This design comes from an exercise in tuning for small area and a short achievable clock period on the open sky130 flow, not from production work.
RTL that was checked went through simulation tests only; none was proved equivalent to the original.
No functional check of the RTL was part of run 1.
Power and IR drop assume default switching activity.

--- design.v ---
module fp_add #(
    parameter pDATA_WIDTH = 64,
    parameter pEXP_WIDTH  = 11,
    parameter pFRAC_WIDTH = 52
) (
    input  [(pDATA_WIDTH-1):0] in_A,
    input  [(pDATA_WIDTH-1):0] in_B,
    input                      clk,
    input                      rst_n,
    input                      in_valid,
    output [(pDATA_WIDTH-1):0] result,
    output                     out_valid
);
    wire [10:0] ea_s0 = in_A[62:52];
    wire [10:0] eb_s0 = in_B[62:52];
    wire [6:0] dab_s0;
    wire [6:0] dba_s0;
    wire [5:0] dh_s0;
    fpa_add #(.N(7)) u_dab_0 (.a({1'b0, ea_s0[5:0]}), .b({1'b1, ~eb_s0[5:0]}), .ci(1'b1), .s(dab_s0));
    fpa_add #(.N(7)) u_dba_0 (.a({1'b0, eb_s0[5:0]}), .b({1'b1, ~ea_s0[5:0]}), .ci(1'b1), .s(dba_s0));
    fpa_add #(.N(6)) u_dh_0 (.a({1'b0, ea_s0[10:6]}), .b({1'b1, ~eb_s0[10:6]}), .ci(1'b1), .s(dh_s0));
    reg v_al;
    always @(posedge clk or negedge rst_n)
        if (!rst_n) v_al <= 1'b0;
        else v_al <= in_valid;
    reg [63:0] A_al;
    always @(posedge clk) A_al <= in_A;
    reg [63:0] B_al;
    always @(posedge clk) B_al <= in_B;
    reg [6:0] dab_al;
    always @(posedge clk) dab_al <= dab_s0;
    reg [6:0] dba_al;
    always @(posedge clk) dba_al <= dba_s0;
    reg [5:0] dh_al;
    always @(posedge clk) dh_al <= dh_s0;
    wire xa_s1 = &A_al[62:52];
    wire xb_s1 = &B_al[62:52];
    wire mza_s1 = ~|A_al[51:0];
    wire mzb_s1 = ~|B_al[51:0];
    wire nan_s1 = (xa_s1 & ~mza_s1) | (xb_s1 & ~mzb_s1) | (xa_s1 & xb_s1 & (A_al[63] ^ B_al[63]));
    wire spec_s1 = xa_s1 | xb_s1;
    wire isg_s1 = xa_s1 ? A_al[63] : B_al[63];
    wire dh0_s1 = ~|dh_al;
    wire dh1_s1 = (dh_al == 6'd1);
    wire dhm_s1 = (dh_al == 6'h3F);
    wire elt_s1 = dh_al[5] | (dh0_s1 & dab_al[6]);
    wire sat_s1 = (~dh_al[5] & ~dh0_s1 & ~dh1_s1) | (dh1_s1 & ~dab_al[6]) | (dh_al[5] & ~dhm_s1) | (dhm_s1 & ~dba_al[6]);
    wire [5:0] sh_s1 = elt_s1 ? dba_al[5:0] : dab_al[5:0];
    wire eeq_s1 = dh0_s1 & ~|dab_al[5:0];
    wire ha_s1 = |A_al[62:52];
    wire hb_s1 = |B_al[62:52];
    wire [52:0] bm_s1 = elt_s1 ? {hb_s1, B_al[51:0]} : {ha_s1, A_al[51:0]};
    wire [52:0] sm_s1 = elt_s1 ? {ha_s1, A_al[51:0]} : {hb_s1, B_al[51:0]};
    wire [10:0] be_s1 = elt_s1 ? B_al[62:52] : A_al[62:52];
    wire mlt_s1;
    fpa_lt #(.N(52)) u_mlt_1 (.a(A_al[51:0]), .b(B_al[51:0]), .lt(mlt_s1));
    wire swap_s1 = elt_s1 | (eeq_s1 & mlt_s1);
    wire swm_s1 = eeq_s1 & mlt_s1;
    wire sgn_s1 = nan_s1 ? 1'b0 : (spec_s1 ? isg_s1 : (swap_s1 ? B_al[63] : A_al[63]));
    wire sub_s1 = A_al[63] ^ B_al[63];
    wire [55:0] r0_s1 = {sm_s1, 3'b000};
    wire [55:0] r1_s1 = sh_s1[0] ? {1'd0, r0_s1[55:1]} : r0_s1;
    wire t1_s1 = sh_s1[0] & r0_s1[0];
    wire [55:0] r2_s1 = sh_s1[1] ? {2'd0, r1_s1[55:2]} : r1_s1;
    wire t2_s1 = sh_s1[1] & |r1_s1[1:0];
    wire [55:0] r3_s1 = sh_s1[2] ? {4'd0, r2_s1[55:4]} : r2_s1;
    wire t3_s1 = sh_s1[2] & |r2_s1[3:0];
    wire s3_s1 = sh_s1[3] | sat_s1;
    wire s4_s1 = sh_s1[4] | sat_s1;
    wire s5_s1 = sh_s1[5] | sat_s1;
    wire [55:0] r4_s1 = s3_s1 ? {8'd0, r3_s1[55:8]} : r3_s1;
    wire t4_s1 = s3_s1 & |r3_s1[7:0];
    wire [55:0] r5_s1 = s4_s1 ? {16'd0, r4_s1[55:16]} : r4_s1;
    wire t5_s1 = s4_s1 & |r4_s1[15:0];
    wire [55:0] r6_s1 = s5_s1 ? {32'd0, r5_s1[55:32]} : r5_s1;
    wire t6_s1 = s5_s1 & |r5_s1[31:0];
    wire [55:0] al_s1 = {r6_s1[55:1], r6_s1[0] | t1_s1 | t2_s1 | t3_s1 | t4_s1 | t5_s1 | t6_s1};
    wire [10:0] be1_s1;
    fpa_inc #(.N(11)) u_be1_1 (.a(be_s1), .ci(1'b1), .s(be1_s1), .co());
    reg v_add;
    always @(posedge clk or negedge rst_n)
        if (!rst_n) v_add <= 1'b0;
        else v_add <= v_al;
    reg [55:0] al_add;
    always @(posedge clk) al_add <= al_s1;
    reg [10:0] be1_add;
    always @(posedge clk) be1_add <= be1_s1;
    reg [52:0] bm_add;
    always @(posedge clk) bm_add <= bm_s1;
    reg nan_add;
    always @(posedge clk) nan_add <= nan_s1;
    reg sgn_add;
    always @(posedge clk) sgn_add <= sgn_s1;
    reg spec_add;
    always @(posedge clk) spec_add <= spec_s1;
    reg sub_add;
    always @(posedge clk) sub_add <= sub_s1;
    reg swm_add;
    always @(posedge clk) swm_add <= swm_s1;
    wire ib_s2 = sub_add & swm_add;
    wire ia_s2 = sub_add & ~swm_add;
    wire [56:0] sum0_s2;
    fpa_add #(.N(57)) u_add_2 (.a({1'b0, bm_add, 3'b000} ^ {57{ib_s2}}), .b({1'b0, al_add} ^ {57{ia_s2}}), .ci(sub_add), .s(sum0_s2));
    wire [56:0] sum_s2 = spec_add ? {1'b1, 51'd0, nan_add, 4'd0} : sum0_s2;
    wire [10:0] bex_s2 = spec_add ? 11'h7FF : be1_add;
    reg v_n1;
    always @(posedge clk or negedge rst_n)
        if (!rst_n) v_n1 <= 1'b0;
        else v_n1 <= v_add;
    reg [10:0] bex_n1;
    always @(posedge clk) bex_n1 <= bex_s2;
    reg sgn_n1;
    always @(posedge clk) sgn_n1 <= sgn_add;
    reg [56:0] sum_n1;
    always @(posedge clk) sum_n1 <= sum_s2;
    wire z5_s3 = ~|sum_n1[56:25];
    wire [56:0] n1_s3 = z5_s3 ? {sum_n1[24:0], 32'd0} : sum_n1;
    wire z4_s3 = ~|n1_s3[56:41];
    wire [56:0] n2_s3 = z4_s3 ? {n1_s3[40:0], 16'd0} : n1_s3;
    wire [10:0] eh_s3;
    fpa_add #(.N(11)) u_eh_3 (.a(bex_n1), .b({5'b11111, ~z5_s3, ~z4_s3, 4'b1111}), .ci(1'b1), .s(eh_s3));
    wire z3_s4 = ~|n2_s3[56:49];
    wire [56:0] n3_s4 = z3_s4 ? {n2_s3[48:0], 8'd0} : n2_s3;
    wire z2_s5 = ~|n3_s4[56:53];
    wire [56:0] n4_s5 = z2_s5 ? {n3_s4[52:0], 4'd0} : n3_s4;
    reg v_n4;
    always @(posedge clk or negedge rst_n)
        if (!rst_n) v_n4 <= 1'b0;
        else v_n4 <= v_n1;
    reg [10:0] eh_n4;
    always @(posedge clk) eh_n4 <= eh_s3;
    reg [56:0] n4_n4;
    always @(posedge clk) n4_n4 <= n4_s5;
    reg sgn_n4;
    always @(posedge clk) sgn_n4 <= sgn_n1;
    reg z2_n4;
    always @(posedge clk) z2_n4 <= z2_s5;
    reg z3_n4;
    always @(posedge clk) z3_n4 <= z3_s4;
    wire z1_s6 = ~|n4_n4[56:55];
    wire [56:0] n5_s6 = z1_s6 ? {n4_n4[54:0], 2'd0} : n4_n4;
    wire z0_s6 = ~n5_s6[56];
    wire [56:0] n6_s6 = z0_s6 ? {n5_s6[55:0], 1'd0} : n5_s6;
    wire zero_s6 = ~n6_s6[56];
    wire [10:0] e1_s6;
    fpa_add #(.N(11)) u_e1_6 (.a(eh_n4), .b({7'b1111111, ~z3_n4, ~z2_n4, ~z1_s6, ~z0_s6}), .ci(1'b1), .s(e1_s6));
    wire rup_s6 = n6_s6[3] & (n6_s6[4] | |n6_s6[2:0]);
    wire [51:0] fm_s6 = n6_s6[55:4];
    wire [10:0] fe_s6 = zero_s6 ? 11'd0 : e1_s6;
    wire fs_s6 = sgn_n4 & ~zero_s6;
    wire fr_s6 = rup_s6;
    wire [62:0] mr_s7;
    fpa_inc #(.N(63)) u_inc_7 (.a({fe_s6, fm_s6}), .ci(fr_s6), .s(mr_s7), .co());
    wire [63:0] res_s7 = {fs_s6, mr_s7};
    reg v_o;
    always @(posedge clk or negedge rst_n)
        if (!rst_n) v_o <= 1'b0;
        else v_o <= v_n4;
    reg [63:0] res_o;
    always @(posedge clk) res_o <= res_s7;
    assign result = res_o;
    assign out_valid = v_o;
endmodule
module fpa_add #(parameter N = 8) (
    input  [N-1:0] a,
    input  [N-1:0] b,
    input          ci,
    output [N-1:0] s
);
    localparam M = N + 1;
    localparam L = (M <= 2) ? 1 : (M <= 4) ? 2 : (M <= 8) ? 3 : (M <= 16) ? 4 : (M <= 32) ? 5 : (M <= 64) ? 6 : 7;
    wire [M-1:0] g0 = {a & b, ci};
    wire [M-1:0] p0 = {a ^ b, 1'b0};
    wire [(L+1)*M-1:0] G, P;
    assign G[M-1:0] = g0;
    assign P[M-1:0] = p0;
    genvar l, i;
    generate
        for (l = 0; l < L; l = l + 1) begin : lv
            for (i = 0; i < M; i = i + 1) begin : bt
                if ((i >> l) & 1) begin : c
                    assign G[(l+1)*M+i] = G[l*M+i] | (P[l*M+i] & G[l*M+((i>>l)<<l)-1]);
                    assign P[(l+1)*M+i] = P[l*M+i] & P[l*M+((i>>l)<<l)-1];
                end else begin : w
                    assign G[(l+1)*M+i] = G[l*M+i];
                    assign P[(l+1)*M+i] = P[l*M+i];
                end
            end
        end
    endgenerate
    assign s = p0[M-1:1] ^ G[L*M +: N];
endmodule
module fpa_inc #(parameter N = 8) (
    input  [N-1:0] a,
    input          ci,
    output [N-1:0] s,
    output         co
);
    localparam M = N + 1;
    localparam L = (M <= 2) ? 1 : (M <= 4) ? 2 : (M <= 8) ? 3 : (M <= 16) ? 4 : (M <= 32) ? 5 : (M <= 64) ? 6 : 7;
    wire [(L+1)*M-1:0] P;
    assign P[M-1:0] = {a, ci};
    genvar l, i;
    generate
        for (l = 0; l < L; l = l + 1) begin : lv
            for (i = 0; i < M; i = i + 1) begin : bt
                if ((i >> l) & 1) begin : c
                    assign P[(l+1)*M+i] = P[l*M+i] & P[l*M+((i>>l)<<l)-1];
                end else begin : w
                    assign P[(l+1)*M+i] = P[l*M+i];
                end
            end
        end
    endgenerate
    assign s = a ^ P[L*M +: N];
    assign co = P[L*M+N];
endmodule
module fpa_lt #(parameter N = 8) (
    input  [N-1:0] a,
    input  [N-1:0] b,
    output         lt
);
    localparam L = (N <= 2) ? 1 : (N <= 4) ? 2 : (N <= 8) ? 3 : (N <= 16) ? 4 : (N <= 32) ? 5 : (N <= 64) ? 6 : 7;
    localparam W = 1 << L;
    wire [W-1:0] g0 = {{(W-N){1'b0}}, ~a & b};
    wire [W-1:0] e0 = {{(W-N){1'b1}}, ~(a ^ b)};
    wire [2*W-1:0] G, E;
    assign G[W +: W] = g0;
    assign E[W +: W] = e0;
    genvar i;
    generate
        for (i = 1; i < W; i = i + 1) begin : nd
            assign G[i] = G[2*i+1] | (E[2*i+1] & G[2*i]);
            assign E[i] = E[2*i+1] & E[2*i];
        end
    endgenerate
    assign lt = G[1];
endmodule
--- flow/run.sh ---
#!/bin/bash
bash standard.sh ADDER_MAP_FILE= SETUP_SLACK_MARGIN=8.95 \
  "CTS_ARGS=-sink_clustering_enable -repair_clock_nets -sink_clustering_size 24 -sink_clustering_max_diameter 80 -dont_use_dummy_load" \
  "BUFFER_PORTS_ARGS=-buffer_cell sky130_fd_sc_hd__buf_2" finish > standard.log 2>&1
--- standard.sh ---
#!/bin/bash
# synth_recipe.tcl (not shown) runs the flow's synth.tcl, then flattens the netlist and writes it again
# the make line also repeats each setting of config.mk as NAME=value (left out here)
make -C /OpenROAD-flow-scripts/flow DESIGN_CONFIG=/design/flow/config.mk WORK_HOME=/design/flow/orfs CLKGATE_MAP_FILE= SYNTH_SCRIPT=/design/flow/synth_recipe.tcl "${@:-finish}"
--- config.mk ---
export PLATFORM = sky130hd
export DESIGN_NAME = fp_add
export DESIGN_NICKNAME = fp_add
export VERILOG_FILES = /design/flow/design.v
export SDC_FILE = /design/flow/constraint.sdc
export NUM_CORES = 8
export LEC_CHECK = 0
export ABC_AREA = 1
export CAP_MARGIN = 20
export CORE_MARGIN = 2
export CORE_UTILIZATION = 50
export SLEW_MARGIN = 20
--- constraint.sdc ---
create_clock -name core_clock -period 12.5 [get_ports {clk}]
set_input_delay 2.5000 -clock core_clock [delete_from_list [all_inputs] [get_ports {clk}]]
set_output_delay 2.5000 -clock core_clock [all_outputs]
set_load 0.01 [all_outputs]
==> metrics.md, run 1 <==
| Metric | Value |
|---|---|
| Measured slew at the worst slew-check pin | `1070 ps` |
| Critical path required time | `10000 ps` |
| Multi-input gate area | `0.0150 mm²` |
| # rows | `84` |
| Port buffer count | `195` |
| Number of synthesized flops with an enable pin | `0` |
| Fin. Hold Viols | `0` |
| Synth area leader | `dfxtp_1` |
| Top cells by area, synth | `dfxtp_1 (36%), nand2_1 (15%), nand3_1 (12%)` |
| Vias | `26449` |
| Width of the chip | `235 µm` |
| Setup CP Type | `reg2out` |
| # clock sinks | `481` |
| Starting DRT DRC Count | `2417` |
| Cell-by-cell listing of the critical path | `buf_2` |
| Mapped Area | `0.0266 mm²` |
| Via/cell ratio | `5.43` |
| Max Clock Skew | `66.8 ps` |
| Post-route ant nets | `0` |
| Min-delay worst type | `reg2reg` |
| Gr ovfl total | `0` |
| Yosys cell types | `58` |
| Asr flop ratio synth | `1.04%` |
| Die H | `235 µm` |
| HPWL after DPL | `68100 µm` |
| Critical Path End Type | `output pin` |
| Sequential Area | `0.00967 mm²` |
| Clock slew at reported path FFs | `90 ps` |
| Skew-Pair Late Insertion Delay | `610 ps` |
| Crit path max-delay family | `flip-flops` |
| Fin crit period | `3600 ps` |
| DR WL/cell | `18.5 µm` |
| Area post-placement | `0.0279 mm²` |
| Slew Limit Fails | `0` |
| Setup TNS Final | `0 ps` |
| Pin count of the biggest net entering global routing | `82` |
| Startpoint types | `flip-flop` |
| WP buf/inv | `1` |
| Final core utilization | `56.4%` |
| Most instantiated cells after synthesis | `nand2_1 (1076), nand3_1 (644), dfxtp_1 (476)` |
| Design Area, Final | `0.0297 mm²` |
| Tot Pwr | `5.78 mW` |
| Initial antenna violation count | `0` |
| Vias in the first global route | `23552` |
| CTS Buf Count | `27` |
| Power per cell area | `195 mW/mm²` |
| Die area | `0.0552 mm²` |
| H-tree Lvls | `1` |
| Hold_ws | `330 ps` |
| Peak VDD IR | `129 µV` |
| Syn_area_per_cell | `6.57 µm²` |
| Layout Nets | `4313` |
| Most common cell in the netlist | `nand2_1` |
| RSZ-0062 raised after global routing | `yes` |
| F_max | `0.278 GHz` |
| Final GP Congestion | `1.03` |
| Synthesis Warnings | `1` |
| Cells after Synth | `4058` |
| Yosys top cell area share | `35.8%` |
| Slew margin rel. | `27.8%` |
| Fillcell total | `5375` |
| CP Data Arrival Time | `1100 ps` |
| Remaining DRCs | `0` |
| DRT Pass-1 Iters | `7` |
| Final Setup Violations | `0` |
| CTS tree | `done` |
| Synthesized Nets | `4189` |
| Worst path slowest cell | `dfrtp_1` |
| Max-Cap Viols | `0` |
| CP Max Fanout | `1` |
| Status | `complete, no violations` |
| P_leak | `14.6 nW` |
| Max incr delay on CP | `360 ps` |
| Core Area | `0.0527 mm²` |
| Seq/Total Area, Yosys | `36.2%` |
| Fin crit share | `28.8%` |
| Diode count | `0` |
| Synthesis-to-finish area growth | `11.5%` |
| WL final | `90200 µm` |
| First-pass GRT wire length | `133000 µm` |
| Share of cells above drive strength 1 | `11.1%` |
| Top FF cell, synth | `dfxtp_1` |
| Clock root cell | `clkbuf_16` |
| Flop and latch count out of synthesis | `481` |
| Max Root-Sink Buffers | `3` |
| Initial Util | `50.6%` |
| IO Pins | `196` |
| Overall routing resource usage | `30.5%` |
path summary, 6_finish.rpt:
path	from	endpoint	slack [ps]	depth (start not counted)
worst max-delay path	v_o	out_valid	8900	1
worst min-delay path	bex_n1[0]	eh_n4[0]	330	0
worst max register to register	dh_al[5]	al_add[0]	9110	16
worst min register to register	bex_n1[0]	eh_n4[0]	330	0
max in group asynchronous	rst_n	v_n1	10670	1
min in group asynchronous	rst_n	v_o	1680	1
cell families (layout without fill, tap and decap cells):
| kind of cell | Yosys count | count (layout) | synth area share, % |
|---|---|---|---|
| buf+inv | 600 | 712 | 9.17 |
| mux | 2 | 2 | 0.0751 |
| compound gates | 507 | 507 | 10.3 |
| fa+ha+maj | 2 | 2 | 0.0751 |
| xor+xnor | 203 | 203 | 6.67 |
| simple gates | 2263 | 2273 | 37.5 |
| flops | 481 | 481 | 36.2 |
layer usage:
layer / GRT usage [%] / share of wire [%] / vias to the layer above
met5: 0 / 0 / -
met1: 37.3 / 41 / 11941
met2: 54.3 / 49 / 959
met4: 13.6 / 5.2 / 0
li1: - / - / 13348
met3: 2.78 / 5.2 / 201
report_power, final:
part           total, mW  switching, mW  internal (mW)
combinational       2.77           1.83          0.937
clock              0.868          0.486          0.382
sequential          2.15          0.217           1.93
repair_timing:
action                                  CTS  global route
buffers inserted                          7            27
endpoints found under the setup margin  262           196
hold buffers                              0             0
gates resized for setup                  67            76
gates cloned                              7            10
hold endpoints to repair                  0             0
pin swaps                                 6            13
cell usage in the layout, fill, tap and decap left out, types with 8 or more instances in the layout:
| master | count |
|---|---|
| o21ai_1 | 60 |
| nand2_2 | 12 |
| or2_2 | 51 |
| buf_2 | 186 |
| o21a_1 | 10 |
| clkbuf_16 | 34 |
| nand4_1 | 47 |
| a21boi_0 | 12 |
| dfxtp_1 | 464 |
| nand2_4 | 12 |
| o21bai_1 | 10 |
| nor2_4 | 18 |
| nor3_1 | 31 |
| nor4_1 | 24 |
| buf_4 | 35 |
| buf_6 | 13 |
| o21ai_0 | 253 |
| dfxtp_2 | 10 |
| a21oi_1 | 118 |
| nand2_1 | 1065 |
| buf_12 | 13 |
| a31oi_1 | 8 |
| nor2_1 | 298 |
| nor2_2 | 15 |
| inv_1 | 410 |
| and2_1 | 10 |
| xnor2_1 | 54 |
| nor3b_1 | 9 |
| nand3_1 | 639 |
| xor2_1 | 149 |
flip-flops by register name, summed over array words and instances (netlist names), 6 cells and up:
name	cells
A_al	64
dab_al	7
n4_n4	57
eh_n4	11
al_add	56
bex_n1	11
be1_add	11
B_al	64
res_o	64
sum_n1	57
dba_al	6
bm_add	53
dh_al	6
metrics by stage:
step | setup slack, ps | cells
CTS | 8860 | 4831
detailed placement | 7600 | 4790
finish | 8900 | 4868
floorplan | 8960 | 4058
global route | 8850 | 4868
global placement | 7590 | 4790
cell type report:
| type | instances | share of cell area (%) |
|---|---|---|
| Multi-Input combinational cell | 2987 | 50.5 |
| Inverter | 428 | 5.54 |
| Clock buffer | 27 | 2.28 |
| Timing Repair Buffer | 257 | 6.17 |
| Sequential cell | 481 | 32.6 |
| Tap cell | 688 | 2.90 |
==> inputs of run 2 (changes only) <==
--- a/design.v
+++ b/design.v
@@ -20,4 +20,5 @@
     fpa_add #(.N(7)) u_dba_0 (.a({1'b0, eb_s0[5:0]}), .b({1'b1, ~ea_s0[5:0]}), .ci(1'b1), .s(dba_s0));
     fpa_add #(.N(6)) u_dh_0 (.a({1'b0, ea_s0[10:6]}), .b({1'b1, ~eb_s0[10:6]}), .ci(1'b1), .s(dh_s0));
+    wire elt_s0 = dh_s0[5] | (~|dh_s0 & dab_s0[6]);
     reg v_al;
     always @(posedge clk or negedge rst_n)
@@ -34,4 +35,6 @@
     reg [5:0] dh_al;
     always @(posedge clk) dh_al <= dh_s0;
+    reg elt_al;
+    always @(posedge clk) elt_al <= elt_s0;
     wire xa_s1 = &A_al[62:52];
     wire xb_s1 = &B_al[62:52];
@@ -44,16 +47,15 @@
     wire dh1_s1 = (dh_al == 6'd1);
     wire dhm_s1 = (dh_al == 6'h3F);
-    wire elt_s1 = dh_al[5] | (dh0_s1 & dab_al[6]);
     wire sat_s1 = (~dh_al[5] & ~dh0_s1 & ~dh1_s1) | (dh1_s1 & ~dab_al[6]) | (dh_al[5] & ~dhm_s1) | (dhm_s1 & ~dba_al[6]);
-    wire [5:0] sh_s1 = elt_s1 ? dba_al[5:0] : dab_al[5:0];
+    wire [5:0] sh_s1 = elt_al ? dba_al[5:0] : dab_al[5:0];
     wire eeq_s1 = dh0_s1 & ~|dab_al[5:0];
     wire ha_s1 = |A_al[62:52];
     wire hb_s1 = |B_al[62:52];
-    wire [52:0] bm_s1 = elt_s1 ? {hb_s1, B_al[51:0]} : {ha_s1, A_al[51:0]};
-    wire [52:0] sm_s1 = elt_s1 ? {ha_s1, A_al[51:0]} : {hb_s1, B_al[51:0]};
-    wire [10:0] be_s1 = elt_s1 ? B_al[62:52] : A_al[62:52];
+    wire [52:0] bm_s1 = elt_al ? {hb_s1, B_al[51:0]} : {ha_s1, A_al[51:0]};
+    wire [52:0] sm_s1 = elt_al ? {ha_s1, A_al[51:0]} : {hb_s1, B_al[51:0]};
+    wire [10:0] be_s1 = elt_al ? B_al[62:52] : A_al[62:52];
     wire mlt_s1;
     fpa_lt #(.N(52)) u_mlt_1 (.a(A_al[51:0]), .b(B_al[51:0]), .lt(mlt_s1));
-    wire swap_s1 = elt_s1 | (eeq_s1 & mlt_s1);
+    wire swap_s1 = elt_al | (eeq_s1 & mlt_s1);
     wire swm_s1 = eeq_s1 & mlt_s1;
     wire sgn_s1 = nan_s1 ? 1'b0 : (spec_s1 ? isg_s1 : (swap_s1 ? B_al[63] : A_al[63]));
==> flow/run.sh (replaced) <==
#!/bin/bash
# The standard layout (standard.sh) with these changes:
#  - timing repair aimed below the clock period (SETUP_SLACK_MARGIN);
#  - clock tree with sink clusters of at most 24; port buffers of type buf_2.
{ head -n 1 synth_recipe.tcl; cat flow/abc_override.tcl; tail -n +2 synth_recipe.tcl; } > synth_custom.tcl
export FLOW_ABC_SCRIPT=$PWD/flow/map.abc
bash standard.sh SYNTH_SCRIPT=$PWD/synth_custom.tcl ADDER_MAP_FILE= SETUP_SLACK_MARGIN=8.9 \
  "CTS_ARGS=-sink_clustering_enable -repair_clock_nets -sink_clustering_size 24 -sink_clustering_max_diameter 80 -dont_use_dummy_load" \
  "BUFFER_PORTS_ARGS=-buffer_cell sky130_fd_sc_hd__buf_2" finish > standard.log 2>&1
==> flow/abc_override.tcl (new file) <==
# Use map.abc (in the flow folder) as the ABC script of the standard synthesis.
proc abc {args} {
  set i [lsearch -exact $args -script]
  if {$i >= 0} { lset args [expr {$i + 1}] $::env(FLOW_ABC_SCRIPT) }
  yosys abc {*}$args
}
==> flow/map.abc (new file) <==
strash
balance
rewrite
refactor
balance
rewrite
rewrite -z
balance
refactor -z
rewrite -z
balance
dch
map -B 0.9
topo
stime -c
buffer -c
upsize -c
dnsize -c
--- a/config.mk
+++ b/config.mk
@@ -9,4 +9,4 @@
 export CAP_MARGIN = 20
 export CORE_MARGIN = 2
-export CORE_UTILIZATION = 50
+export CORE_UTILIZATION = 60
 export SLEW_MARGIN = 20
==> run 2 against run 1 <==
Net effect: count of clock-buffer cells in the layout is 2 higher; global-route usage is 0.85 points higher; die area is 16% lower; maximum frequency hardly changed.
==> metrics.md, run 2 <==
| Metric | Value |
|---|---|
| Status | `complete, no violations (unchanged)` |
| Worst path slowest cell | `dfrtp_1 (unchanged)` |
| Synth area leader | `dfxtp_1 (unchanged)` |
| Power per cell area | `181 mW/mm² (was 195 mW/mm²)` |
| Largest registers | `A_al (64), B_al (64), res_o (64) (unchanged)` |
| Setup TNS Final | `0 ps (unchanged)` |
| Vias | `25452 (was 26449)` |
| P_leak | `14.5 nW (was 14.6 nW)` |
| First-pass GRT wire length | `117000 µm (was 133000 µm)` |
| Share of cells above drive strength 1 | `11.1% (about the same)` |
| Max Root-Sink Buffers | `3 (unchanged)` |
| CP Data Arrival Time | `1100 ps (about the same)` |
| Yosys top cell area share | `35.8% (about the same)` |
| Cell-by-cell listing of the critical path | `buf_2 (unchanged)` |
| Skew-Pair Late Insertion Delay | `610 ps (about the same)` |
| Synthesis-to-finish area growth | `8.38% (was 11.5%)` |
| Yosys cell types | `60 (was 58)` |
| Mapped Area | `0.0267 mm² (was 0.0266 mm²)` |
| Critical path required time | `10000 ps (about the same)` |
| WL final | `75900 µm (was 90200 µm)` |
| Final GP Congestion | `0.970 (was 1.03)` |
| Initial Util | `60.6% (was 50.6%)` |
| Width of the chip | `215 µm (was 235 µm)` |
| Asr flop ratio synth | `1.04% (about the same)` |
| DRT Pass-1 Iters | `6 (was 7)` |
| Measured slew at the worst slew-check pin | `940 ps (was 1070 ps)` |
| H-tree Lvls | `1 (unchanged)` |
| CP Max Fanout | `1 (unchanged)` |
| IO Pins | `196 (unchanged)` |
| Cells after Synth | `4065 (was 4058)` |
| F_max | `0.278 GHz (about the same)` |
| HPWL after DPL | `58700 µm (was 68100 µm)` |
| Most frequent cells in the layout | `nand2_1 (1246), inv_1 (480), dfxtp_1 (470) (was nand2_1 (1065), nand3_1 (639), dfxtp_1 (464))` |
| Final Setup Violations | `0 (unchanged)` |
| DR WL/cell | `16.0 µm (was 18.5 µm)` |
| Syn_area_per_cell | `6.57 µm² (about the same)` |
| Slew Limit Fails | `0 (unchanged)` |
| WP buf/inv | `1 (unchanged)` |
| Startpoint types | `flip-flop (unchanged)` |
| Core Area | `0.0440 mm² (was 0.0527 mm²)` |
| Max incr delay on CP | `380 ps (was 360 ps)` |
| Setup CP Type | `reg2out (unchanged)` |
| Critical Path End Type | `output pin (unchanged)` |
| Flop and latch count out of synthesis | `482 (was 481)` |
| Clock root cell | `clkbuf_16 (unchanged)` |
| Most common cell in the netlist | `nand2_1 (unchanged)` |
| Initial antenna violation count | `1 (was 0)` |
| Fin crit share | `28.8% (about the same)` |
| RSZ-0062 raised after global routing | `yes (unchanged)` |
| Most instantiated cells after synthesis | `nand2_1 (1247), inv_1 (483), dfxtp_1 (477) (was nand2_1 (1076), nand3_1 (644), dfxtp_1 (476))` |
| CTS tree | `done (unchanged)` |
| Port buffer count | `195 (unchanged)` |
| Most common cell after layout, fill and taps aside | `nand2_1 (unchanged)` |
| Synthesis Warnings | `1 (unchanged)` |
| Via/cell ratio | `5.36 (was 5.43)` |
| Max Clock Skew | `61.0 ps (was 66.8 ps)` |
| # rows | `77 (was 84)` |
| Tot Pwr | `5.24 mW (was 5.78 mW)` |
| CTS Buf Count | `29 (was 27)` |
| # clock sinks | `482 (was 481)` |
| Slew margin rel. | `37.0% (was 27.8%)` |
| Peak VDD IR | `138 µV (was 129 µV)` |
| Min-delay worst type | `reg2reg (unchanged)` |
| # hold bufs at CTS | `0 (unchanged)` |
| Vias in the first global route | `22684 (was 23552)` |
| Starting DRT DRC Count | `2213 (was 2417)` |
| Remaining DRCs | `0 (unchanged)` |
| Clock slew at reported path FFs | `90 ps (about the same)` |
| Gr ovfl total | `0 (unchanged)` |
| Post-route ant nets | `0 (unchanged)` |
| Die area | `0.0462 mm² (was 0.0552 mm²)` |
| Layout Nets | `4289 (was 4313)` |
| Crit path max-delay family | `flip-flops (unchanged)` |
| Synthesized Nets | `4196 (was 4189)` |
| Number of synthesized flops with an enable pin | `0 (unchanged)` |
| Top FF cell, synth | `dfxtp_1 (unchanged)` |
| Pin count of the biggest net entering global routing | `121 (was 82)` |
| Overall routing resource usage | `31.4% (was 30.5%)` |
| Top cells by area, synth | `dfxtp_1 (36%), nand2_1 (18%), inv_1 (6.8%) (was dfxtp_1 (36%), nand2_1 (15%), nand3_1 (12%))` |
| Fin. Hold Viols | `0 (unchanged)` |
| Fin crit period | `3600 ps (about the same)` |
| Die H | `215 µm (was 235 µm)` |
| Diode count | `0 (unchanged)` |
| Max-Cap Viols | `0 (unchanged)` |
| Fillcell total | `4152 (was 5375)` |
| Seq/Total Area, Yosys | `36.2% (about the same)` |
-- run 2: changes by cell type after synthesis, sizes merged, moves of 66 or more --
cell and change:
inv +76, o211ai +66, nand2 +176, o21ai +72
nand3 -351, xor2 -92
-- run 2: worst register-to-register path, cell delays in order (launching register included) --
cell and delay, ps:
dfxtp_4 480, clkinv_2 370, nand2_1 170, nand2_1 100, nor2_4 110, buf_6 380
inv_4 370, nand3_1 210, nand2_1 120, o21ai_0 300, nand2_1 110, nor2_1 120
nand3_1 90, nor2_1 130, nand3_1 70, nand2_1 70, nand2_1 70
-- run 2: kinds of logic after synthesis --
family                 share of synthesized area (%)
AND/OR/NAND/NOR                                 33.6
flip-flops                                      36.2
AO/OA/AOI/OAI                                   13.7
buffers and inverters                           10.3
XOR/XNOR                                        5.45
multiplexers                                   0.637
-- run 2: cell type report --
cell class                      count  area [µm²]  share of cell area [%]
Sequential cell                   482        9690                    33.5
Timing Repair Buffer              226        1410                    4.87
Multi-Input combinational cell   2911       14400                    49.9
Inverter                          508        1940                    6.70
Clock buffer                       29         726                    2.51
Tap cell                          592         741                    2.56
-- run 2: per-layer routing --
layer / GRT usage (%) / vias up / wire (µm)
met5: 0 / - / 0
met4: 10.4 / 0 / 2770
met3: 2.92 / 145 / 4390
met2: 53.8 / 807 / 35700
met1: 41.6 / 11377 / 33000
li1: - / 13123 / -
-- run 2: stage by stage --
stage	instance area, µm²	hold WS [ps]	setup slack [ps]	utilization, %	cells
3_3_place_gp	27800	311	8290	63.1	4705
5_1_grt	28900	339	8820	65.7	4748
4_1_cts	28600	338	8890	65.0	4735
3_5_place_dp	27800	312	8270	63.1	4705
6_report	28900	337	8900	65.7	4748
2_1_floorplan	26700	310	8780	-	4065
-- run 2: what timing repair did --
item / CTS / global route
resized for setup: 20 / 54
pin swaps: 1 / 6
cloned: 1 / 7
setup buffers: 0 / 6
setup endpoints to repair: 155 / 142
-- run 2: worst paths after layout --
kind,start,end,slack (ps),cells after the start
max reg2reg,elt_al,al_add[0],9090,16
max,v_o,out_valid,8900,1
min in group asynchronous,rst_n,v_n1,1700,1
min reg2reg,bex_n1[0],eh_n4[0],340,0
max in group asynchronous,rst_n,v_add,10680,1
min,bex_n1[0],eh_n4[0],340,0
-- run 2: report_power, final --
part	leakage (nW)	internal (mW)	total (mW)	switching, mW
logic	10.1	0.771	2.26	1.49
registers	4.06	1.88	2.08	0.205
clock network	0.357	0.408	0.893	0.485
==> inputs of run 3 (changes only) <==
==> flow/run.sh (replaced) <==
#!/bin/bash
bash standard.sh ADDER_MAP_FILE= SETUP_SLACK_MARGIN=8.9 \
  "CTS_ARGS=-sink_clustering_enable -repair_clock_nets -sink_clustering_size 16 -sink_clustering_max_diameter 60 -dont_use_dummy_load -buf_list sky130_fd_sc_hd__clkbuf_8 -root_buf sky130_fd_sc_hd__clkbuf_16" \
  POST_GLOBAL_PLACE_TCL=$PWD/flow/post_gpl.tcl "BUFFER_PORTS_ARGS=-buffer_cell sky130_fd_sc_hd__buf_1" finish > standard.log 2>&1
==> flow/post_gpl.tcl (new file) <==
# POST_GLOBAL_PLACE hook: every port got a buf_1 buffer (BUFFER_PORTS_ARGS); make the
# output ports' buffers buf_2, which drive the output load faster.
foreach port [get_ports -filter "direction == output"] {
  set net [get_nets [get_full_name $port]]
  foreach pin [get_pins -of_objects $net -filter "direction == output"] {
    set inst [get_cells -of_objects $pin]
    if {[get_property $inst ref_name] eq "sky130_fd_sc_hd__buf_1"} {
      replace_cell $inst sky130_fd_sc_hd__buf_2
    }
  }
}
removed: flow/abc_override.tcl
removed: flow/map.abc
==> run 3 against run 2 <==
Net effect: still clean on timing, DRC and antenna; non-clock buffer count shrank 7; critical path depth is the same; via count shrank 1.0%; critical path type unchanged; largest power group unchanged.
==> metrics.md, run 3 <==
| Metric | Value |
|---|---|
| Status | `complete, no violations (unchanged)` |
| Peak VDD IR | `141 µV (was 138 µV)` |
| Slew Limit Fails | `0 (unchanged)` |
| Critical path required time | `10000 ps (about the same)` |
| Flop and latch count out of synthesis | `482 (unchanged)` |
| Via/cell ratio | `5.30 (was 5.36)` |
| Vias | `25189 (was 25452)` |
| Number of synthesized flops with an enable pin | `0 (unchanged)` |
| CP Max Fanout | `1 (unchanged)` |
| Initial antenna violation count | `1 (unchanged)` |
| Yosys top cell area share | `35.5% (was 35.8%)` |
| Max Root-Sink Buffers | `3 (unchanged)` |
| F_max | `0.281 GHz (was 0.278 GHz)` |
| H-tree Lvls | `2 (was 1)` |
| Asr flop ratio synth | `1.04% (unchanged)` |
| Max incr delay on CP | `380 ps (about the same)` |
| Max Clock Skew | `46.5 ps (was 61.0 ps)` |
| # hold bufs at CTS | `0 (unchanged)` |
| Port buffer count | `195 (unchanged)` |
| Setup CP Type | `reg2out (unchanged)` |
| Power per cell area | `176 mW/mm² (was 181 mW/mm²)` |
| DR WL/cell | `15.5 µm (was 16.0 µm)` |
| Most instantiated cells after synthesis | `nand2_1 (1265), dfxtp_1 (477), inv_1 (414) (was nand2_1 (1247), inv_1 (483), dfxtp_1 (477))` |
| Cell-by-cell listing of the critical path | `buf_2 (unchanged)` |
| HPWL after DPL | `56900 µm (was 58700 µm)` |
| CP Launch Point | `v_o (unchanged)` |
| Clock root cell | `clkbuf_16 (unchanged)` |
| CTS Buf Count | `41 (was 29)` |
| Crit path max-delay family | `flip-flops (unchanged)` |
| Fin crit share | `28.4% (was 28.8%)` |
| Slew margin rel. | `26.6% (was 37.0%)` |
| DRT Pass-1 Iters | `6 (unchanged)` |
| Syn_area_per_cell | `6.60 µm² (was 6.57 µm²)` |
| Pin count of the biggest net entering global routing | `116 (was 121)` |
| Core Area | `0.0442 mm² (was 0.0440 mm²)` |
| Design Area, Final | `0.0286 mm² (was 0.0289 mm²)` |
| Final Setup Violations | `0 (unchanged)` |
| Die area | `0.0465 mm² (was 0.0462 mm²)` |
| Critical Path End Type | `output pin (unchanged)` |
| Startpoint types | `flip-flop (unchanged)` |
| WP buf/inv | `1 (unchanged)` |
| Max-Cap Viols | `0 (unchanged)` |
| Yosys cell types | `66 (was 60)` |
| IO Pins | `196 (unchanged)` |
| Gr ovfl total | `0 (unchanged)` |
| Mapped Area | `0.0269 mm² (was 0.0267 mm²)` |
| Fin. Hold Viols | `0 (unchanged)` |
| Synthesis Warnings | `1 (unchanged)` |
| WL final | `73500 µm (was 75900 µm)` |
| CTS tree | `done (unchanged)` |
| Cells after Synth | `4070 (was 4065)` |
| Clock slew at reported path FFs | `90 ps (about the same)` |
| Area post-placement | `0.0278 mm² (about the same)` |
| Layout Nets | `4298 (was 4289)` |
| Skew-Pair Late Insertion Delay | `560 ps (was 610 ps)` |
| RSZ-0062 raised after global routing | `yes (unchanged)` |
| First-pass GRT wire length | `116000 µm (was 117000 µm)` |
| Hold_sp | `sgn_n1 (was bex_n1[0])` |
| Min-delay worst type | `reg2reg (unchanged)` |
| R2R Path Start | `elt_al (unchanged)` |
| Remaining DRCs | `0 (unchanged)` |
| Post-route ant nets | `0 (unchanged)` |
| Fin crit period | `3550 ps (was 3600 ps)` |
| Share of cells above drive strength 1 | `8.07% (was 11.1%)` |
| Diode count | `0 (unchanged)` |
| Top cells by area, synth | `dfxtp_1 (36%), nand2_1 (18%), o21ai_0 (6.8%) (was dfxtp_1 (36%), nand2_1 (18%), inv_1 (6.8%))` |
| Seq/Total Area, Yosys | `36.0% (was 36.2%)` |
| Synthesized Nets | `4201 (was 4196)` |
| Overall routing resource usage | `30.9% (was 31.4%)` |
| Die H | `216 µm (was 215 µm)` |
| Most common cell after layout, fill and taps aside | `nand2_1 (unchanged)` |
| Width of the chip | `216 µm (was 215 µm)` |
| Most frequent cells in the layout | `nand2_1 (1263), dfxtp_1 (474), inv_1 (410) (was nand2_1 (1246), inv_1 (480), dfxtp_1 (470))` |
| Largest registers | `A_al (64), B_al (64), res_o (64) (unchanged)` |
| Worst path slowest cell | `dfrtp_1 (unchanged)` |
| Synthesis-to-finish area growth | `6.56% (was 8.38%)` |
| P_leak | `14.0 nW (was 14.5 nW)` |
| Final core utilization | `64.8% (was 65.7%)` |
| Starting DRT DRC Count | `2641 (was 2213)` |
| # clock sinks | `482 (unchanged)` |
| Tot Pwr | `5.04 mW (was 5.24 mW)` |
| Initial Util | `60.8% (was 60.6%)` |
| Most common cell in the netlist | `nand2_1 (unchanged)` |
| CP Data Arrival Time | `1050 ps (was 1100 ps)` |
| # rows | `77 (unchanged)` |
| Measured slew at the worst slew-check pin | `1090 ps (was 940 ps)` |
| Top FF cell, synth | `dfxtp_1 (unchanged)` |
| Synth area leader | `dfxtp_1 (unchanged)` |
| Vias in the first global route | `22520 (was 22684)` |
| Setup TNS Final | `0 ps (unchanged)` |
## run 3: cell types whose count changed in the layout (fill, tap and decap cells not counted), moves of 61 or more
cell	before	now
buf_2	195	66
xnor2_1	108	47
buf_1	0	129
o21ai_0	297	365
xor2_1	57	143
inv_1	480	410
o211ai_1	69	8
## run 3: cell type report
type                       count  area [µm²]
sequential                   482        9680
inverter                     435        1660
tap                          592         741
fill                        4324       15600
timing repair buffer         219        1080
clock buffer                  41         621
multi-input combinational   2988       14900
## run 3: power breakdown
group	leakage, nW	internal [mW]	switching, mW
sequential	4.06	1.88	0.213
clock	0.320	0.332	0.485
combinational	9.65	0.721	1.41
total	14.0	2.93	2.11
## run 3: final timing paths
path,cells after the start,slack [ps],to
worst max-delay path,1,8950,out_valid
worst min-delay path,0,300,sgn_n4
worst max register to register,20,9110,al_add[0]
worst min register to register,0,300,sgn_n4
max in group asynchronous,1,10490,v_o
min in group asynchronous,1,1790,v_n4
## run 3: through the flow
stage	hold slack, ps	setup slack [ps]	cells
2_1_floorplan	310	8840	4070
3_3_place_gp	311	8340	4708
3_5_place_dp	312	8300	4708
4_1_cts	301	8870	4750
5_1_grt	305	8890	4757
6_report	296	8950	4757
## run 3: kinds of logic after synthesis
kind of cell	synth area share (%)
mux	0.894
simple gates	34.2
buf+inv	9.62
compound gates	12.3
xor+xnor	6.96
flops	36.0
## run 3: layer usage
layer / wire [µm] / global-route usage [%] / part of all wire (%) / up-vias
met2: 31000 / 47.0 / 42 / 894
met5: 0 / 0 / 0 / -
met3: 5880 / 4.74 / 8.0 / 125
met4: 1800 / 8.39 / 2.4 / 0
li1: - / - / - / 13078
met1: 34900 / 45.3 / 47 / 11092
## run 3: what timing repair did
| action | in CTS | in global routing |
|---|---|---|
| gates resized for setup | 14 | 31 |
| pin swaps | 1 | 5 |
| endpoints found under the setup margin | 128 | 121 |
| setup buffers | 0 | 2 |
| gates cloned | 1 | 5 |
## run 3: worst reg2reg max path: cells and delay by family, from the launching register on
family | cells | cell delay (ps)
simple gates | 12 | 1300
buf+inv | 5 | 940
compound gates | 3 | 650
flops | 1 | 380
==> inputs of run 4 (changes only) <==
--- a/config.mk
+++ b/config.mk
@@ -6,5 +6,5 @@
 export NUM_CORES = 8
 export LEC_CHECK = 0
-export ABC_AREA = 1
+export ABC_AREA = 0
 export CAP_MARGIN = 20
 export CORE_MARGIN = 2
==> run 4 against run 3 <==
Net effect: highest routed layer unchanged; die area increased by 5.8%; combinational power increased by about 20%; total power increased by 13%; critical path depth increased by 12; largest cell class unchanged; worst hold slack improved by 32 ps; maximum frequency decreased by 10%; non-clock buffer count increased by 134; sequential cell count unchanged; global-route usage increased by 9.0 points; count of clock-buffer cells in the layout unchanged; register-to-register slack got worse by 570 ps; still clean on timing, DRC and antenna; clock skew increased by 1.9 ps.
==> metrics.md, run 4 <==
| Metric | Value |
|---|---|
| Status | `complete, no violations (unchanged)` |
| Fin crit share | `31.7% (was 28.4%)` |
| Pin count of the biggest net entering global routing | `73 (was 116)` |
| Sequential Power Share | `41.0% (was 41.5%)` |
| Power per cell area | `173 mW/mm² (was 176 mW/mm²)` |
| Setup TNS Final | `0 ps (unchanged)` |
| Port buffer count | `195 (unchanged)` |
| Measured slew at the worst slew-check pin | `1080 ps (was 1090 ps)` |
| Fin. Hold Viols | `0 (unchanged)` |
| Die H | `222 µm (was 216 µm)` |
| Max Root-Sink Buffers | `3 (unchanged)` |
| Hold_sp | `bex_n1[3] (was sgn_n1)` |
| Via/cell ratio | `6.64 (was 5.30)` |
| Asr flop ratio synth | `1.04% (unchanged)` |
| Syn_area_per_cell | `8.21 µm² (was 6.60 µm²)` |
| Clock root cell | `clkbuf_16 (unchanged)` |
| Largest registers | `A_al (64), B_al (64), res_o (64) (unchanged)` |
| Clk network pwr share | `14.5% (was 16.2%)` |
| CP Launch Point | `n4_n4[56] (was v_o)` |
| Post-route ant nets | `0 (unchanged)` |
| Startpoint types | `flip-flop (unchanged)` |
| Max-Cap Viols | `0 (unchanged)` |
| Starting DRT DRC Count | `3251 (was 2641)` |
| H-tree Lvls | `2 (unchanged)` |
| CP Max Fanout | `10 (was 1)` |
| Yosys top cell area share | `33.5% (was 35.5%)` |
| IO Pins | `196 (unchanged)` |
| Cells after Synth | `3469 (was 4070)` |
| Die area | `0.0492 mm² (was 0.0465 mm²)` |
| Vias in the first global route | `26356 (was 22520)` |
| Critical Path End Type | `flip-flop (was output pin)` |
| Skew-Pair Late Insertion Delay | `560 ps (about the same)` |
| F_max | `0.252 GHz (was 0.281 GHz)` |
| Yosys cell types | `103 (was 66)` |
| Slew Limit Fails | `0 (unchanged)` |
| Most frequent cells in the layout | `dfxtp_1 (452), nand2_1 (401), nor2_1 (293) (was nand2_1 (1263), dfxtp_1 (474), inv_1 (410))` |
| Share of cells above drive strength 1 | `17.5% (was 8.07%)` |
| P_leak | `13.0 nW (was 14.0 nW)` |
| Slew margin rel. | `28.1% (was 26.6%)` |
| Logic pwr share | `44.6% (was 42.3%)` |
| Layout Nets | `3784 (was 4298)` |
| WL final | `105000 µm (was 73500 µm)` |
| Synth area leader | `dfxtp_1 (unchanged)` |
| Flop and latch count out of synthesis | `482 (unchanged)` |
| Peak VDD IR | `129 µV (was 141 µV)` |
| Top FF cell, synth | `dfxtp_1 (unchanged)` |
| Sw Share | `43.0% (was 41.8%)` |
| Clock slew at reported path FFs | `100 ps (was 90 ps)` |
| Synthesized Nets | `3600 (was 4201)` |
| Power Internal | `3.26 mW (was 2.93 mW)` |
| Seq/Total Area, Yosys | `34.0% (was 36.0%)` |
| Max Clock Skew | `48.3 ps (was 46.5 ps)` |
| # rows | `79 (was 77)` |
| R2R Path Start | `n4_n4[56] (was elt_al)` |
| DR WL/cell | `24.7 µm (was 15.5 µm)` |
| Finished Layout Cells | `4260 (was 4757)` |
| Final Setup Violations | `0 (unchanged)` |
| Top cells by area, synth | `dfxtp_1 (34%), xnor2_1 (5.6%), mux2i_1 (5.5%) (was dfxtp_1 (36%), nand2_1 (18%), o21ai_0 (6.8%))` |
| CTS tree | `done (unchanged)` |
| Initial antenna violation count | `4 (was 1)` |
| Setup CP Type | `reg2reg (was reg2out)` |
| Min-delay worst type | `reg2reg (unchanged)` |
| CP Data Arrival Time | `4380 ps (was 1050 ps)` |
| Number of synthesized flops with an enable pin | `0 (unchanged)` |
| First-pass GRT wire length | `153000 µm (was 116000 µm)` |
| Synthesis-to-finish area growth | `15.8% (was 6.56%)` |
| Remaining DRCs | `0 (unchanged)` |
| Initial Util | `61.0% (was 60.8%)` |
| Most common cell in the netlist | `dfxtp_1 (was nand2_1)` |
| # clock sinks | `482 (unchanged)` |
| Most instantiated cells after synthesis | `dfxtp_1 (477), nand2_1 (411), nor2_1 (307) (was nand2_1 (1265), dfxtp_1 (477), inv_1 (414))` |
| Width of the chip | `222 µm (was 216 µm)` |
| DRT Pass-1 Iters | `29 (was 6)` |
| HPWL after DPL | `73000 µm (was 56900 µm)` |
| Critical path required time | `12920 ps (was 10000 ps)` |
| Synthesis Warnings | `1 (unchanged)` |
| Mapped Area | `0.0285 mm² (was 0.0269 mm²)` |
| Fin crit period | `3960 ps (was 3550 ps)` |
| # hold bufs at CTS | `0 (unchanged)` |
| Vias | `28285 (was 25189)` |
| Core Area | `0.0467 mm² (was 0.0442 mm²)` |
| Gr ovfl total | `0 (unchanged)` |
| CTS Buf Count | `41 (unchanged)` |
| RSZ-0062 raised after global routing | `yes (unchanged)` |
| Most common cell after layout, fill and taps aside | `dfxtp_1 (was nand2_1)` |
| Overall routing resource usage | `39.8% (was 30.9%)` |
| DP Cell Count | `4082 (was 4708)` |
| Psw | `2.46 mW (was 2.11 mW)` |
-- run 4: through the flow --
stage	power (mW)	setup slack (ps)	hold slack (ps)	area (µm²)	util, %
finish	5.71	8540	327	33000	70.7
global route	5.96	8480	342	33000	70.7
CTS	5.46	8660	328	31500	67.6
detailed placement	4.49	7200	313	29500	63.2
global placement	4.41	7310	311	29400	63.0
floorplan	3.72	8600	310	28500	-
-- run 4: path summary, 6_finish.rpt --
path	end	slack, ps	cells past startpoint
worst max-delay path	res_o[56]	8540	13
worst min-delay path	eh_n4[3]	330	0
worst max register to register	res_o[56]	8540	13
worst min register to register	eh_n4[3]	330	0
max in group asynchronous	v_add	10540	1
min in group asynchronous	v_o	1770	1
-- run 4: power by group through the flow --
stage / Sequential, mW / Clock, mW / Combinational (mW)
3_3_place_gp: 2.33 / 0 / 2.08
6_report: 2.34 / 0.826 / 2.55
5_1_grt: 2.35 / 0.885 / 2.72
2_1_floorplan: 2.16 / 0 / 1.56
4_1_cts: 2.30 / 0.839 / 2.33
3_5_place_dp: 2.34 / 0 / 2.15
-- run 4: routing by layer --
layer	up-vias	part of all wire, %	routed length [µm]	track usage, %
met5	-	0	0	0
li1	12679	-	-	-
met3	523	9.4	9950	6.67
met2	1828	47	49300	67.7
met1	13255	35	37200	45.4
met4	0	8.4	8810	28.9
-- run 4: cells by family after synthesis --
family                     after synthesis  synth area share (%)
muxes                                  263                  11.8
AOI/OAI and AO/OA                      817                  18.1
adders and majority gates               72                  2.54
and+or+nand+nor                       1238                  20.9
DFF                                    482                  34.0
buffers and inverters                  334                  4.62
xor gates and xnor gates               263                  8.09
-- run 4: worst max-delay path, cell delays in order, from the launching register on --
cell and delay (ps):
dfxtp_4 410, buf_12 160, nor2_4 320, a211oi_1 190
o41a_1 450, a2111oi_4 320, buf_4 190, nand4_4 130
or4b_4 560, nand4bb_4 230, or4_4 440, nand2b_4 190
o41ai_1 100, nand3_2 150
-- run 4: cell type report --
type	count	area, µm²
multi-input cells	2657	18600
flip-flops and latches	482	9720
fillers	3634	13700
repair buffers	353	2750
diodes	2	5.00
inverters	118	482
clock buffers	41	621
well taps	607	759
-- run 4: what timing repair did --
item	CTS	global route
endpoints found under the setup margin	199	107
gates cloned	10	11
buffers inserted	54	60
pin swaps	27	59
resized for setup	160	190
==> inputs of run 5 (changes only) <==
==> flow/run.sh (replaced) <==
#!/bin/bash
bash standard.sh SETUP_SLACK_MARGIN=8.9 \
  "CTS_ARGS=-sink_clustering_enable -repair_clock_nets -sink_clustering_size 16 -sink_clustering_max_diameter 60 -dont_use_dummy_load -buf_list sky130_fd_sc_hd__clkbuf_8 -root_buf sky130_fd_sc_hd__clkbuf_16" \
  POST_GLOBAL_PLACE_TCL=$PWD/flow/post_gpl.tcl "BUFFER_PORTS_ARGS=-buffer_cell sky130_fd_sc_hd__buf_1" finish > standard.log 2>&1
--- a/config.mk
+++ b/config.mk
@@ -6,5 +6,5 @@
 export NUM_CORES = 8
 export LEC_CHECK = 0
-export ABC_AREA = 0
+export ABC_AREA = 1
 export CAP_MARGIN = 20
 export CORE_MARGIN = 2
==> run 5 against run 4 <==
Net effect: still clean on timing, DRC and antenna; utilization fell by 4.1 points; cell area shrank 11%; clock power down 2%; total power shrank 3.3%; worst hold slack better by 12 ps; count of clock-buffer cells in the layout shrank 1; combinational power is essentially flat; first-iteration DRC count is 37% lower; maximum frequency is 9.9% higher; via count is 11% lower; non-clock buffer count decreased by 105; critical path type is now in2reg; largest power group unchanged.
==> metrics.md, run 5 <==
| Metric | Value |
|---|---|
| Status | `complete, no violations (unchanged)` |
| Starting DRT DRC Count | `2039 (was 3251)` |
| # hold bufs at CTS | `0 (unchanged)` |
| Crit path max-delay family | `adder cells (was simple AND/OR/NAND/NOR gates)` |
| Measured slew at the worst slew-check pin | `1140 ps (was 1080 ps)` |
| Initial antenna violation count | `1 (was 4)` |
| Critical path required time | `12980 ps (was 12920 ps)` |
| Die area | `0.0467 mm² (was 0.0492 mm²)` |
| Sw Share | `43.3% (was 43.0%)` |
| Slew Limit Fails | `0 (unchanged)` |
| Pin count of the biggest net entering global routing | `118 (was 73)` |
| Most frequent cells in the layout | `nand2_1 (1054), dfxtp_1 (471), inv_1 (415) (was dfxtp_1 (452), nand2_1 (401), nor2_1 (293))` |
| Port buffer count | `195 (unchanged)` |
| Critical Path End Type | `flip-flop (unchanged)` |
| Clk network pwr share | `14.7% (was 14.5%)` |
| Remaining DRCs | `0 (unchanged)` |
| Max Root-Sink Buffers | `3 (unchanged)` |
| WL final | `80700 µm (was 105000 µm)` |
| DR WL/cell | `17.8 µm (was 24.7 µm)` |
| First-pass GRT wire length | `124000 µm (was 153000 µm)` |
| Logic pwr share | `46.7% (was 44.6%)` |
| Mapped Area | `0.0270 mm² (was 0.0285 mm²)` |
| Hold_sp | `bex_n1[2] (was bex_n1[3])` |
| Largest registers | `A_al (64), B_al (64), res_o (64) (unchanged)` |
| Setup CP Type | `in2reg (was reg2reg)` |
| Cells after Synth | `3827 (was 3469)` |
| Flop and latch count out of synthesis | `482 (unchanged)` |
| CP Data Arrival Time | `4090 ps (was 4380 ps)` |
| Post-route ant nets | `0 (unchanged)` |
| P_leak | `14.2 nW (was 13.0 nW)` |
| Slew margin rel. | `23.2% (was 28.1%)` |
| Finished Layout Cells | `4539 (was 4260)` |
| Worst path slowest cell | `fa_1 (was or4b_4)` |
| Min-delay worst type | `reg2reg (unchanged)` |
| Clock root cell | `clkbuf_16 (unchanged)` |
| Power Internal | `3.13 mW (was 3.26 mW)` |
| Seq/Total Area, Yosys | `35.8% (was 34.0%)` |
| CP Launch Point | `in_B[60] (was n4_n4[56])` |
| F_max | `0.277 GHz (was 0.252 GHz)` |
| Synthesis Warnings | `1 (unchanged)` |
| CTS Buf Count | `40 (was 41)` |
| Layout Nets | `4232 (was 3784)` |
| Vias in the first global route | `24022 (was 26356)` |
| Max Clock Skew | `40.9 ps (was 48.3 ps)` |
| Fin worst setup slack | `8890 ps (was 8540 ps)` |
| Psw | `2.39 mW (was 2.46 mW)` |
| Setup TNS Final | `0 ps (unchanged)` |
| DP Cell Count | `4466 (was 4082)` |
| DRT Pass-1 Iters | `14 (was 29)` |
| Tot Pwr | `5.52 mW (was 5.71 mW)` |
| CTS tree | `done (unchanged)` |
| Fillcell total | `3929 (was 3634)` |
| Top cells by area, synth | `dfxtp_1 (35%), nand2_1 (15%), ha_1 (6.5%) (was dfxtp_1 (34%), xnor2_1 (5.6%), mux2i_1 (5.5%))` |
| # rows | `77 (was 79)` |
| Final core utilization | `66.5% (was 70.7%)` |
| Top FF cell, synth | `dfxtp_1 (unchanged)` |
| Skew-Pair Late Insertion Delay | `560 ps (about the same)` |
| Most instantiated cells after synthesis | `nand2_1 (1060), dfxtp_1 (477), inv_1 (422) (was dfxtp_1 (477), nand2_1 (411), nor2_1 (307))` |
| WP buf/inv | `2 (unchanged)` |
| Sequential Power Share | `38.6% (was 41.0%)` |
| HPWL after DPL | `61600 µm (was 73000 µm)` |
| Asr flop ratio synth | `1.04% (unchanged)` |
| Fin crit period | `3610 ps (was 3960 ps)` |
| Via/cell ratio | `5.53 (was 6.64)` |
| Number of synthesized flops with an enable pin | `0 (unchanged)` |
| Vias | `25106 (was 28285)` |
| Yosys top cell area share | `35.4% (was 33.5%)` |
| Area post-placement | `0.0279 mm² (was 0.0295 mm²)` |
| Core Area | `0.0443 mm² (was 0.0467 mm²)` |
| # clock sinks | `482 (unchanged)` |
| Die H | `216 µm (was 222 µm)` |
| Synthesized Nets | `4110 (was 3600)` |
| Fin. Hold Viols | `0 (unchanged)` |
| Final Setup Violations | `0 (unchanged)` |
| Diode count | `0 (was 2)` |
| Yosys cell types | `60 (was 103)` |
| Hold_ws | `339 ps (was 327 ps)` |
| Clock slew at reported path FFs | `90 ps (was 100 ps)` |
| Design Area, Final | `0.0295 mm² (was 0.0330 mm²)` |
| Worst Setup Slack post-DPL | `7850 ps (was 7200 ps)` |
| Peak VDD IR | `167 µV (was 129 µV)` |
| R2R Path Start | `n4_n4[56] (unchanged)` |
| Gr ovfl total | `0 (unchanged)` |
| Overall routing resource usage | `33.3% (was 39.8%)` |
| H-tree Lvls | `2 (unchanged)` |
| IO Pins | `196 (unchanged)` |
| Startpoint types | `input port (was flip-flop)` |
| Synthesis-to-finish area growth | `9.16% (was 15.8%)` |
| Initial Util | `60.9% (was 61.0%)` |
| RSZ-0062 raised after global routing | `yes (unchanged)` |
| Power per cell area | `187 mW/mm² (was 173 mW/mm²)` |
| Share of cells above drive strength 1 | `8.97% (was 17.5%)` |
| Synth area leader | `dfxtp_1 (unchanged)` |
| Syn_area_per_cell | `7.06 µm² (was 8.21 µm²)` |
| Fin crit share | `28.8% (was 31.7%)` |
| Cell-by-cell listing of the critical path | `buf_12 > inv_12 > ha_4 > nand2_2 > nand2_2 > a31oi_4 > fa_1 > nand3_2 > nor3_2 > a21o_1 (was buf_12 > nor2_4 > a211oi_1 > o41a_1 > a2111oi_4 > buf_4 > nand4_4 > or4b_4 > nand4bb_4 > or4_4 > nand2b_4 > o41ai_1 > nand3_2)` |
| Max incr delay on CP | `570 ps (was 560 ps)` |
| Width of the chip | `216 µm (was 222 µm)` |
| CP Max Fanout | `3 (was 10)` |
| Most common cell in the netlist | `nand2_1 (was dfxtp_1)` |
| Worst path most repeated cell | `nand2_2` |
| Most common cell after layout, fill and taps aside | `nand2_1 (was dfxtp_1)` |
| Max-Cap Viols | `0 (unchanged)` |
## run 5: cell count changes in the layout (fill, tap and decap cells not counted), sizes merged, moves of 98 or more
cell,change
mux2i,-143
nand2,+657
o21ai,+148
nand3,+178
buf,-98
ha,+140
inv,+314
## run 5: path summary, 6_finish.rpt
path                              to  slack, ps  depth (start not counted)
max                           elt_al       8890                         10
min                         eh_n4[2]        340                          0
max reg2reg                res_o[20]       8990                         22
min reg2reg                 eh_n4[2]        340                          0
max in group asynchronous       v_n1      10530                          1
min in group asynchronous        v_o       1770                          1
## run 5: power by group through the flow
stage | clock network (mW) | logic, mW | registers [mW]
6_report | 0.811 | 2.58 | 2.13
5_1_grt | 0.886 | 2.85 | 2.16
4_1_cts | 0.827 | 2.46 | 2.13
3_5_place_dp | 0 | 2.37 | 2.16
3_3_place_gp | 0 | 2.29 | 2.16
2_1_floorplan | 0 | 1.70 | 2.13
## run 5: repair_timing
| item | CTS | global route |
|---|---|---|
| gates cloned | 6 | 5 |
| pin swaps | 5 | 26 |
| resized for setup | 53 | 86 |
| buffers inserted | 7 | 15 |
| setup endpoints to repair | 183 | 133 |
## run 5: area by class of cell
type	count	area [µm²]	share of cell area [%]
clock buffer	40	607	2.06
sequential	482	9690	32.9
inverter	435	1680	5.69
timing repair buffer	248	1560	5.30
multi-input combinational	2742	15200	51.6
tap	592	741	2.51
## run 5: routing by layer
layer	global-route usage, %	part of all wire, %	up-vias
met3	3.34	5.4	221
met4	19.7	6.1	0
li1	-	-	12477
met5	0	0	-
met1	38.4	39	11478
met2	59.7	50	930
## run 5: logic make-up (layout without fill, tap and decap cells)
logic type / Yosys count / count (layout) / share of synthesized area [%]
AOI/OAI and AO/OA: 627 / 627 / 12.9
and+or+nand+nor: 1759 / 1763 / 27.9
buffers and inverters: 607 / 723 / 9.45
adders and majority gates: 152 / 152 / 7.37
DFF: 482 / 482 / 35.8
xor gates and xnor gates: 186 / 186 / 6.03
other: 1 / 1 / 0.0139
muxes: 13 / 13 / 0.496
==> inputs of run 6 (changes only) <==
==> flow/run.sh (replaced) <==
#!/bin/bash
bash standard.sh ADDER_MAP_FILE= SETUP_SLACK_MARGIN=8.9 \
  "CTS_ARGS=-sink_clustering_enable -repair_clock_nets -sink_clustering_size 16 -sink_clustering_max_diameter 40 -dont_use_dummy_load -buf_list sky130_fd_sc_hd__clkbuf_8 -root_buf sky130_fd_sc_hd__clkbuf_16" \
  POST_GLOBAL_PLACE_TCL=$PWD/flow/post_gpl.tcl "BUFFER_PORTS_ARGS=-buffer_cell sky130_fd_sc_hd__buf_1" finish > standard.log 2>&1
==> run 6 against run 5 <==
Net effect: global-route usage down 2.2 points; maximum frequency up 0.49%; area after synthesis fell by 0.49%; sequential cell count stayed put; clock skew rose by 35 ps; cell count increased by 5.3%; first-iteration DRC count up 32%; critical endpoint is now out_valid; highest routed layer unchanged.
==> metrics.md, run 6 <==
| Metric | Value |
|---|---|
| # rows | `77 (unchanged)` |
| P_leak | `14.2 nW (about the same)` |
| Max incr delay on CP | `370 ps (was 570 ps)` |
| Via/cell ratio | `5.32 (was 5.53)` |
| Critical path required time | `10000 ps (was 12980 ps)` |
| Width of the chip | `216 µm (about the same)` |
| Max Root-Sink Buffers | `3 (unchanged)` |
| Skew-Pair Late Insertion Delay | `600 ps (was 560 ps)` |
| Number of synthesized flops with an enable pin | `0 (unchanged)` |
| Clock slew at reported path FFs | `80 ps (was 90 ps)` |
| Yosys top cell area share | `35.5% (was 35.4%)` |
| Largest registers | `A_al (64), B_al (64), res_o (64) (unchanged)` |
| F_max | `0.279 GHz (was 0.277 GHz)` |
| Worst path slowest cell | `dfrtp_1 (was fa_1)` |
| Gr ovfl total | `0 (unchanged)` |
| CP Data Arrival Time | `1090 ps (was 4090 ps)` |
| Core Area | `0.0442 mm² (was 0.0443 mm²)` |
| RSZ-0062 raised after global routing | `yes (unchanged)` |
| Die H | `216 µm (about the same)` |
| Setup CP Type | `reg2out (was in2reg)` |
| Layout Nets | `4319 (was 4232)` |
| Share of cells above drive strength 1 | `8.53% (was 8.97%)` |
| Top cells by area, synth | `dfxtp_1 (36%), nand2_1 (18%), o21ai_0 (6.8%) (was dfxtp_1 (35%), nand2_1 (15%), ha_1 (6.5%))` |
| Synthesis Warnings | `1 (unchanged)` |
| Seq/Total Area, Yosys | `36.0% (was 35.8%)` |
| Fin crit share | `28.7% (was 28.8%)` |
| Syn_area_per_cell | `6.60 µm² (was 7.06 µm²)` |
| Min-delay worst type | `reg2reg (unchanged)` |
| Hold_ws | `283 ps (was 339 ps)` |
| Most instantiated cells after synthesis | `nand2_1 (1265), dfxtp_1 (477), inv_1 (414) (was nand2_1 (1060), dfxtp_1 (477), inv_1 (422))` |
| Vias in the first global route | `22755 (was 24022)` |
| DRT Pass-1 Iters | `6 (was 14)` |
| Top FF cell, synth | `dfxtp_1 (unchanged)` |
| Measured slew at the worst slew-check pin | `1130 ps (was 1140 ps)` |
| Status | `complete, no violations (unchanged)` |
| Cell-by-cell listing of the critical path | `buf_2 (was buf_12 > inv_12 > ha_4 > nand2_2 > nand2_2 > a31oi_4 > fa_1 > nand3_2 > nor3_2 > a21o_1)` |
| Flop and latch count out of synthesis | `482 (unchanged)` |
| Mapped Area | `0.0269 mm² (was 0.0270 mm²)` |
| Max Clock Skew | `76.1 ps (was 40.9 ps)` |
| Overall routing resource usage | `31.0% (was 33.3%)` |
| Port buffer count | `195 (unchanged)` |
| HPWL after DPL | `56900 µm (was 61600 µm)` |
| Diode count | `0 (unchanged)` |
| H-tree Lvls | `2 (unchanged)` |
| Power per cell area | `180 mW/mm² (was 187 mW/mm²)` |
| DR WL/cell | `15.5 µm (was 17.8 µm)` |
| Peak VDD IR | `136 µV (was 167 µV)` |
| Cells after Synth | `4070 (was 3827)` |
| Fin. Hold Viols | `0 (unchanged)` |
| Most common cell after layout, fill and taps aside | `nand2_1 (unchanged)` |
| First-pass GRT wire length | `117000 µm (was 124000 µm)` |
| DP Cell Count | `4708 (was 4466)` |
| Synthesis-to-finish area growth | `7.66% (was 9.16%)` |
| Yosys cell types | `66 (was 60)` |
| Starting DRT DRC Count | `2691 (was 2039)` |
| Most frequent cells in the layout | `nand2_1 (1263), dfxtp_1 (474), inv_1 (410) (was nand2_1 (1054), dfxtp_1 (471), inv_1 (415))` |
| Slew margin rel. | `23.8% (was 23.2%)` |
| WP buf/inv | `1 (was 2)` |
| Startpoint types | `flip-flop (was input port)` |
| Vias | `25400 (was 25106)` |
| Remaining DRCs | `0 (unchanged)` |
| Slew Limit Fails | `0 (unchanged)` |
| Max-Cap Viols | `0 (unchanged)` |
| Pin count of the biggest net entering global routing | `116 (was 118)` |
| # clock sinks | `482 (unchanged)` |
| Initial Util | `60.8% (was 60.9%)` |
| Critical Path End Type | `output pin (was flip-flop)` |
| Post-route ant nets | `0 (unchanged)` |
| Die area | `0.0465 mm² (was 0.0467 mm²)` |
| CTS Buf Count | `61 (was 40)` |
| Crit path max-delay family | `flip-flops (was adder cells)` |
[run 6: cell types whose count changed in the layout (fill, tap and decap cells not counted), sizes merged, moves of 12 or more]
cell,before,now
nand2,1069,1287
ha,140,0
nor2,255,360
xor2,54,149
xnor2,132,53
or2,40,77
o21ai,394,428
a21oi,141,112
buf,237,219
clkbuf,47,62
nand3,271,286
o21bai,17,4
fa,12,0
[run 6: cells by family after synthesis]
| family | count (synthesis) | share of synthesized area [%] |
|---|---|---|
| xor gates and xnor gates | 202 | 6.96 |
| AOI/OAI and AO/OA | 611 | 12.3 |
| muxes | 24 | 0.894 |
| buffers and inverters | 606 | 9.62 |
| DFF | 482 | 36.0 |
| and+or+nand+nor | 2145 | 34.2 |
[run 6: worst paths after layout]
kind,from,endpoint,slack [ps],cells after the start
setup reg to reg,elt_al,al_add[0],9080,19
hold / removal,sgn_n1,sgn_n4,280,0
hold reg to reg,sgn_n1,sgn_n4,280,0
max in group asynchronous,rst_n,v_n1,10510,1
setup / recovery,v_o,out_valid,8910,1
min in group asynchronous,rst_n,v_o,1760,1
[run 6: per-layer routing]
metal / share of wire (%) / GRT usage [%]
met3: 8.1 / 5.21
met4: 2.7 / 8.87
met5: 0 / 0
met1: 47 / 45.3
met2: 42 / 47.1
[run 6: area by class of cell]
type,count,area [µm²]
fill,4283,15300
multi-input combinational,2988,14900
sequential,482,9680
inverter,435,1660
timing repair buffer,220,1090
clock buffer,61,896
tap,592,741
[run 6: repair_timing]
item | in CTS | in global routing
cloned | 2 | 4
pin swaps | 2 | 6
setup endpoints to repair | 128 | 127
gates resized for setup | 12 | 35
endpoints found under the hold margin | 0 | 0
buffers inserted | 0 | 3
hold buffers | 0 | 0
[run 6: power breakdown]
group	switching (mW)	internal, mW
logic	1.41	0.722
clock network	0.512	0.466
registers	0.212	1.88
total	2.14	3.07
[run 6: stage by stage]
step	utilization, %	area [µm²]	power, mW	setup slack (ps)
finish	65.4	28900	5.21	8910
global route	65.4	28900	5.60	8850
CTS	65.0	28800	5.18	8890
detailed placement	62.8	27800	4.19	8300
global placement	62.6	27700	4.17	8340
floorplan	-	26900	3.63	8840

Re-timed with assumed drivers on the ports (clkbuf_16 on the clock, buf_2 on other inputs), run 6 has 8.854 ns of setup slack against 8.913 ns with ideal ports, and 8.494 ns once port delays also move by the mid clock arrival of 0.617 ns.
